Source: an optimization exercise on an open RTL-to-GDS flow (aim: small area). Production flows keep margins and buffers that such runs may drop. Only simulation tests tie the RTL to the original design; equivalence was not proved. Power is estimated from default activity; no workload was simulated.

`design/flow/flow/run.sh`:
```
#!/bin/bash
# Own layout flow: the standard ORFS flow (standard.sh), with one change to
# synthesis: the ABC technology-mapping script is replaced by an area-oriented
# one (flow/abc_area.script). Everything else in synthesis is synth_recipe.tcl
# unchanged (same passes, flattening and renaming, so the registers are the
# standard synthesis's). Floorplan to finish are standard.sh's, with the clock
# tree and port buffer options set below.
set -euo pipefail
W=$(pwd)
{
  cat <<EOT
proc abc {args} {
  set i [lsearch \$args -script]
  if {\$i >= 0} { lset args [expr {\$i + 1}] {$W/flow/abc_area.script} }
  yosys abc {*}\$args
}
EOT
  cat "$W/synth_recipe.tcl"
} > "$W/own_synth.tcl"
sed "s#SYNTH_SCRIPT=[^ ]*#SYNTH_SCRIPT=$W/own_synth.tcl#" "$W/standard.sh" > "$W/own_standard.sh"
grep -q "SYNTH_SCRIPT=$W/own_synth.tcl" "$W/own_standard.sh"
# Clock tree: no dummy loads, small clock buffers in larger sink clusters.
export CTS_ARGS="-sink_clustering_enable -repair_clock_nets -dont_use_dummy_load -buf_list {sky130_fd_sc_hd__clkbuf_4} -sink_clustering_size 8 -sink_clustering_max_diameter 40"
# Every input and output port still gets its own buffer; the smallest buffer does.
export BUFFER_PORTS_ARGS="-buffer_cell sky130_fd_sc_hd__buf_1"
# Let the resizer use every buffer size (no buffer pruning) when it repairs
# slew and capacitance during global placement and resizing. The setting is
# kept in the database, so turn pruning back on for the later steps (their
# timing repair does not run with it off).
export PRE_GLOBAL_PLACE_TCL="$W/flow/rsz_noprune.tcl"
export PRE_RESIZE_TCL="$W/flow/rsz_noprune.tcl"
for step in DETAIL_PLACE REPAIR_TIMING_POST_PLACE CTS GLOBAL_ROUTE DETAIL_ROUTE; do
  export PRE_${step}_TCL="$W/flow/rsz_prune.tcl"
done
bash "$W/own_standard.sh" > "$W/own_flow.log" 2>&1
```
`design/flow/flow/abc_area.script`:
```
&get -n
&st
&dch -f
&nf -p -R 1000
&put
&get -n
&st
&dch -f
&nf -p -R 1000
&put
&get -n
&st
&dch -f
&nf -p -R 1000
&put
&get -n
&st
&dch -f
&nf -p -R 1000
&put
&get -n
&st
&dch -f
&nf -p -R 1000
&put
&get -n
&st
&dch -f
&nf -p -R 1000
&put
topo
```
`design/flow/flow/rsz_noprune.tcl`:
```
set_opt_config -disable_buffer_pruning true
```
`design/flow/flow/rsz_prune.tcl`:
```
set_opt_config -disable_buffer_pruning false
```
`design/flow/standard.sh`:
```
#!/bin/bash
# synth_recipe.tcl (not shown) runs the flow's synth.tcl, then flattens the netlist and writes it again
# the make line also repeats each setting of config.mk as NAME=value (left out here)
make -C /OpenROAD-flow-scripts/flow DESIGN_CONFIG=/design/flow/config.mk WORK_HOME=/design/flow/orfs CLKGATE_MAP_FILE= SYNTH_SCRIPT=/design/flow/synth_recipe.tcl "${@:-finish}"
```
`design/flow/config.mk`:
```
export PLATFORM = sky130hd
export DESIGN_NAME = CPU
export DESIGN_NICKNAME = CPU
export VERILOG_FILES = /design/flow/design.v
export SDC_FILE = /design/flow/constraint.sdc
export NUM_CORES = 4
export LEC_CHECK = 0
export ABC_AREA = 1
export CAP_MARGIN = 5
export CORE_MARGIN = 2
export CORE_UTILIZATION = 62
export PLACE_DENSITY = 0.74
export SLEW_MARGIN = 5
```
`design/flow/constraint.sdc`:
```
create_clock -name core_clock -period 9.0 [get_ports {clk}]
set_input_delay 1.8000 -clock core_clock [delete_from_list [all_inputs] [get_ports {clk}]]
set_output_delay 1.8000 -clock core_clock [all_outputs]
set_load 0.01 [all_outputs]
```
`design/flow/design.v`:
```
`timescale 1ns / 1ps
module CPU(result,pc_value,r0_value,rf_we,instr,rst, clk);
input clk;
input rst;
input [15:0] instr;
output [15:0] result;
output [15:0] pc_value;
output [15:0] r0_value;
output rf_we;
reg  [15:0] ir;        
reg         zf;        
reg  [15:0] pc;
reg  [15:0] r0;
reg  [15:0] rf [1:15];
reg  [15:1] valid;
reg  [15:0] dm [0:15];
always @(posedge rst or posedge clk)
  if (rst) begin
    ir[15:12] <= 4'b0;
    ir[7:4]   <= 4'b0;
  end else begin
    ir[15:12] <= instr[15:12];
    ir[7:4]   <= instr[7:4];
  end
always @(posedge clk) begin
  ir[11:8] <= instr[11:8];
  ir[3:0]  <= instr[3:0];
end
wire [3:0] op = ir[15:12];
wire [3:0] rd = ir[11:8];
wire [3:0] ex = ir[7:4];
wire [3:0] rs = ir[3:0];
wire [7:0] imm = ir[7:0];
wire op0 = (op == 4'b0000);
wire op4 = (op == 4'b0100);
wire op8 = (op == 4'b1000);
wire i_mov   = op0 & (ex == 4'b1101);
wire i_cmp   = op0 & (ex == 4'b1011);
wire i_rr    = op0 & ~i_mov & ~i_cmp;           
wire i_load  = op4 & (ex == 4'b0000);
wire i_stor  = op4 & (ex == 4'b0100);
wire i_jc    = op4 & (ex == 4'b1100);
wire i_jal   = op4 & (ex == 4'b1000);
wire i_lui   = (op == 4'b1111);
wire i_movi  = (op == 4'b1101);
wire i_lsh   = op8 & (ex == 4'b0100);
wire i_lshi  = op8 & (ex[3:1] == 3'b000);
wire i_shift = i_lsh | i_lshi;
wire i_bc    = (op == 4'b1100);
wire i_addi  = (op == 4'b0101);
wire i_subi  = (op == 4'b1001);
wire i_cmpi  = (op == 4'b1011);
wire i_andi  = (op == 4'b0001);
wire i_ori   = (op == 4'b0010);
wire i_xori  = (op == 4'b0011);
wire f_sub = (i_rr & (ex == 4'b1001)) | i_subi;
wire f_and = (i_rr & (ex == 4'b0001)) | i_andi;
wire f_or  = (i_rr & (ex == 4'b0010)) | i_ori;
wire f_xor = (i_rr & (ex == 4'b0011)) | i_cmp | i_cmpi | i_xori;
wire f_log = f_and | f_or | f_xor;
wire use_sext = i_addi | i_subi | i_cmpi;
wire use_zext = i_andi | i_ori | i_xori;
wire wr_alu = i_rr | i_addi | i_subi | i_andi | i_ori | i_xori;
wire wr_en  = wr_alu | i_mov | i_movi | i_load | i_lui | i_shift | i_jal;
wire cond = (rd[3:1] == 3'b000) & (rd[0] ^ zf);
wire take_br = i_bc & cond;
wire take_j  = (i_jc & cond) | i_jal;
wire [15:0] dec_rd, dec_rs;
genvar gi;
generate
  for (gi = 0; gi < 16; gi = gi + 1) begin : g_dec
    assign dec_rd[gi] = (rd == gi);
    assign dec_rs[gi] = (rs == gi);
  end
endgenerate
wire [15:0] vmask = {valid, 1'b1};
wire [15:0] sel_a = dec_rd & vmask;
wire        use_imm = use_sext | use_zext;
wire [15:0] sel_b = dec_rs & vmask & {16{~use_imm}};
reg [15:0] ra, rb, mrd;
integer k;
always @(*) begin
  ra  = {16{sel_a[0]}} & r0;
  rb  = {16{sel_b[0]}} & r0;
  mrd = {16{dec_rs[0]}} & dm[0];
  for (k = 1; k < 16; k = k + 1) begin
    ra  = ra  | ({16{sel_a[k]}} & rf[k]);
    rb  = rb  | ({16{sel_b[k]}} & rf[k]);
    mrd = mrd | ({16{dec_rs[k]}} & dm[k]);
  end
end
wire [15:0] sext = {{8{imm[7]}}, imm};
wire [15:0] zext = {8'b0, imm};
wire [15:0] bop  = rb | {{8{use_sext & imm[7]}}, {8{use_imm}} & imm};
wire [15:0] bx   = bop ^ {16{f_sub}};
wire [15:0] sum  = ra + bx + {15'b0, f_sub};
wire [15:0] p    = ra ^ bx;
wire [15:0] g    = ra & bx;
wire t_g = f_and | f_or;            
wire t_p = f_or | f_xor;            
wire f_ar = ~f_log;
wire [15:0] y    = ({16{t_g}} & g) | ({16{t_p}} & p) | ({16{f_ar}} & sum);
wire        z_next = (y == 16'b0);
wire [4:0]  sh  = i_lsh ? rb[4:0] : imm[4:0];
wire [3:0]  rot = sh[4] ? (4'd0 - sh[3:0]) : sh[3:0];
wire [15:0] r1 = rot[0] ? {ra[14:0], ra[15]}    : ra;
wire [15:0] r2 = rot[1] ? {r1[13:0], r1[15:14]} : r1;
wire [15:0] r4 = rot[2] ? {r2[11:0], r2[15:12]} : r2;
wire [15:0] r8 = rot[3] ? {r4[7:0],  r4[15:8]}  : r4;
wire [15:0] mleft, mask;
generate
  for (gi = 0; gi < 16; gi = gi + 1) begin : g_mask
    assign mleft[gi] = (gi >= sh[3:0]);
  end
  for (gi = 0; gi < 16; gi = gi + 1) begin : g_mask2
    assign mask[gi] = sh[4] ? mleft[15-gi] : mleft[gi];
  end
endgenerate
wire [15:0] wd = ({16{wr_alu}} & y)
               | ({16{i_mov}}  & rb)
               | ({16{i_load}} & mrd)
               | ({16{i_shift}} & mask & r8)
               | ({16{i_jal}}  & pc)
               | {{8{i_lui}} & imm, {8{i_movi}} & imm};
assign result   = wd;
assign rf_we    = wr_en;
assign pc_value = pc;
assign r0_value = r0;
always @(posedge rst or posedge clk)
  if (rst) zf <= 1'b0;
  else     zf <= z_next;
wire [7:0]  pc_add = {{7{take_br}} & imm[7:1], ~take_br | imm[0]};
wire [8:0]  pcc;
wire [15:0] pc_inc;
assign pcc[0] = 1'b0;
generate
  for (gi = 0; gi < 8; gi = gi + 1) begin : g_pclo
    assign pc_inc[gi] = pc[gi] ^ pc_add[gi] ^ pcc[gi];
    assign pcc[gi+1]  = (pc[gi] & pc_add[gi]) | (pcc[gi] & (pc[gi] | pc_add[gi]));
  end
endgenerate
wire       pc_dec = take_br & imm[7];
wire [8:0] hc;    
assign hc[0] = pcc[8] ^ pc_dec;
generate
  for (gi = 0; gi < 8; gi = gi + 1) begin : g_pchi
    assign pc_inc[8+gi] = pc[8+gi] ^ hc[gi];
    assign hc[gi+1]     = hc[gi] & (pc[8+gi] ^ pc_dec);
  end
endgenerate
always @(posedge rst or posedge clk)
  if (rst)          pc <= 16'b0;
  else if (take_j)  pc <= rb;
  else              pc <= pc_inc;
always @(posedge rst or posedge clk)
  if (rst)                     r0 <= 16'b0;
  else if (wr_en & dec_rd[0])  r0 <= wd;
always @(posedge rst or posedge clk)
  if (rst) valid <= 15'b0;
  else if (wr_en) valid <= valid | dec_rd[15:1];
always @(posedge clk)
  for (k = 1; k < 16; k = k + 1)
    if (wr_en & dec_rd[k]) rf[k] <= wd;
always @(posedge clk)
  for (k = 0; k < 16; k = k + 1)
    if (i_stor & dec_rs[k]) dm[k] <= ra;
endmodule
```
==> notes.md <==
==> Yosys cell counts (3+ instances only) <==
master    instances  area share, %
nand2b_1         17           0.45
clkinv_1         14           0.22
nand2_1          67            1.1
nand4b_1          3           0.11
a21oi_1          69            1.5
edfxtp_1        496             63
o21ai_0          28           0.59
or2_0            18           0.47
a211oi_1          8           0.25
xnor2_1          31            1.1
nor3_1           25           0.53
ha_1             20            1.1
nand4_1          20           0.53
and3_1           43            1.1
nor2b_1          16           0.42
dfrtp_1          56            5.9
a22oi_1          56            1.8
or3_1             3          0.079
xor2_1           11           0.41
o211ai_1          4           0.13
mux2_1           30            1.4
nand3_1          63            1.3
a221oi_1         62            2.3
a31oi_1           9           0.24
dfxtp_1           8           0.67
and2_0            9           0.24
a21o_1            9           0.28
fa_1              8           0.67
and4_1            4           0.15
a221o_1          11           0.46
a222oi_1        189            8.0
a22o_1            3           0.11
nor2_1           75            1.2
mux2i_1          49            2.1
==> power breakdown <==
part	switching, mW	internal, mW	total, mW
registers	0.109	3.04	3.15
clock network	0.812	0.432	1.24
logic	0.690	0.296	0.985
total	1.61	3.76	5.38
==> flip-flops by register name, summed over array words and instances (netlist names) <==
| name | count |
|---|---|
| dm | 256 |
| ir | 16 |
| pc | 16 |
| r0 | 16 |
| rf | 240 |
| valid | 15 |
| zf | 1 |
==> worst reg2reg max path, delay by kind of cell (launching register included) <==
| kind | cells | cell delay, ps |
|---|---|---|
| xor+xnor | 1 | 160 |
| compound gates | 1 | 90 |
| buf+inv | 2 | 140 |
| fa+ha+maj | 8 | 3110 |
| simple gates | 10 | 3350 |
| flops | 1 | 390 |
==> kinds of logic (layout without fill, tap and decap cells) <==
logic type	Yosys count	count (layout)	synth area share, %
DFF	560	560	69.3
AOI/OAI and AO/OA	457	457	15.9
and+or+nand+nor	369	369	7.88
muxes	79	79	3.49
xor gates and xnor gates	42	42	1.55
adders and majority gates	28	28	1.73
buffers and inverters	14	291	0.221
other	0	4	0
==> stage by stage <==
step,util [%],cell area [µm²],worst slack (ps),cells
floorplan,-,23800,405,1549
global placement,67.2,25300,1040,2246
detailed placement,67.2,25300,847,2246
CTS,68.9,25900,25.7,2331
global route,69.3,26100,2.27,2339
finish,69.3,26100,280,2341
==> path summary, 6_finish.rpt <==
check	start	to	slack [ps]	cells after the start
worst max-delay path	ir[8]	result[10]	280	25
worst min-delay path	valid[12]	valid[12]	510	1
worst max register to register	ir[11]	pc[15]	1640	22
worst min register to register	valid[12]	valid[12]	510	1
max in group asynchronous	rst	ir[5]	6570	3
min in group asynchronous	rst	r0[8]	1060	2
==> timing repair <==
item	CTS	global route
pin swaps	0	5
gates resized for setup	1	37
setup buffers	0	6
hold buffers	0	0
endpoints found under the setup margin	1	5
==> per-layer routing <==
metal  track usage, %  share of wire [%]  up-vias
met4             25.5                7.4        2
met2             61.5                 42     1976
met5             1.85              0.014        -
met3             16.9                 17      490
met1             56.0                 33     8980
li1                 -                  -     7325
==> cell type report <==
type | instances | area (µm²)
flip-flops and latches | 560 | 16500
well taps | 511 | 639
diodes | 4 | 10.0
fillers | 2618 | 11600
clock buffers | 85 | 638
inverters | 14 | 52.6
multi-input cells | 975 | 7510
repair buffers | 192 | 800
==> qor.csv <==
metric,value,unit
outcome,timing/DRC/antenna clean,
Synth Net Count,1595,
final hold viol count,0,
clk slew on worst S/H paths,90,ps
vias in the first global route,17800,
post-synthesis cell count,1549,
Critical Path Sink Type,primary output,
Worst Path Required,7200,ps
Placement Rows,71,
Clock Sinks,560,
max-slew violation count,0,
routability cong.,1.04,
global-route wire length before repair,120,mm
Vias/cell,8.02,
Final period util,96.9,%
Max-Cap Viols,0,
RSZ-0062 raised after global routing,false,
register area share after synthesis,69.3,%
vias,18800,
"Top FF cell, synth",edfxtp_1,
Critical-path top delay cell,and3_1,
"Clk Latency, worst-skew pair",850,ps
Crit path largest cell delay,990,ps
total grt overflow,0,
core area,37700,µm²
DRC viols,0,
post-DP HPWL,56.1,mm
CP bufs+invs,3,
Layout Nets,1874,
antenna violations before repair,2,
share of cells above drive strength 1,10.2,%
crit path max fanout,16,
register bit total from synthesis,560,
cts bufs inserted,85,
DR WL/cell,36.4,µm
skew final,102,ps
Tmin final,8720,ps
Worst Max-Slew Pin Slew,1390,ps
Chip Width,200,µm
CP arrival,6920,ps
"delay-heaviest family, CP",simple AND/OR/NAND/NOR gates,
PwrDens,206,nW/µm²
"most common cell after layout, fill and taps aside",edfxtp_1,
die area,39900,µm²
antenna-violating nets left,0,
count of cell types in the netlist,46,
Clock Path Buffers,3,
CTS Root Cell,clkbuf_4,
min-delay worst type,reg -> reg,
CP Launch Type,flip-flop,
largest net degree at the start of global routing,30,
Achievable Freq,0.115,GHz
"EDFF count, synth",496,
CTS tree,built,
Relative slew margins,6.94,%
Initial Util,63.1,%
Mapped Area,23800,µm²
Leak,8.79,nW
Area Growth Syn to Fin,9.92,%
Yosys warning total,3,
GRT Total Usage,43.0,%
DRT Pass-1 Iters,14,
Async SR Flop Fraction,10.0,%
VDD IR max,0.131,mV
H-tree lvl count,3,
initial DRC count,4572,
Port Buffers,66,
crit path kind,reg -> out,
final count of negative-setup-slack endpoints,0,
setup TNS,0,ps
Power Total,5.38,mW
final wirelength,85.2,mm
Post-Syn Area per Cell,15.3,µm²
most frequent cells in the layout,"496 x edfxtp_1, 189 x a222oi_1, 153 x buf_1",
die height,200,µm
worst hold slack,515,ps
IO Count,67,

[separate check: timing with driven ports]
The flow's constraints put no driver on any port. The routed layout listed below was extracted and timed again, unchanged, in two steps. Step 1 (the two cells are an assumption about what drives the block):
set clk [get_ports {clk}]
set_driving_cell -lib_cell sky130_fd_sc_hd__clkbuf_16 $clk
set_driving_cell -lib_cell sky130_fd_sc_hd__buf_2 [delete_from_list [all_inputs] $clk]
Step 2 times the ports against the registers' clock, not the clock port: input delays grow and output delays shrink by t, the midpoint of the rising clock arrivals with the driver on. Slacks: no drivers / after step 1 / after step 2; pairs: no drivers / after step 1.
shift t [ns]: 0.851
slack for setup (ns): 0.280 / 0.226 / 1.077
latest minus earliest clock arrival (ns): 0.103 / 0.103
After both steps this run still meets setup and hold. For this run, drivers alone change the setup slack by -0.054 ns; drivers and shift together by +0.797 ns.
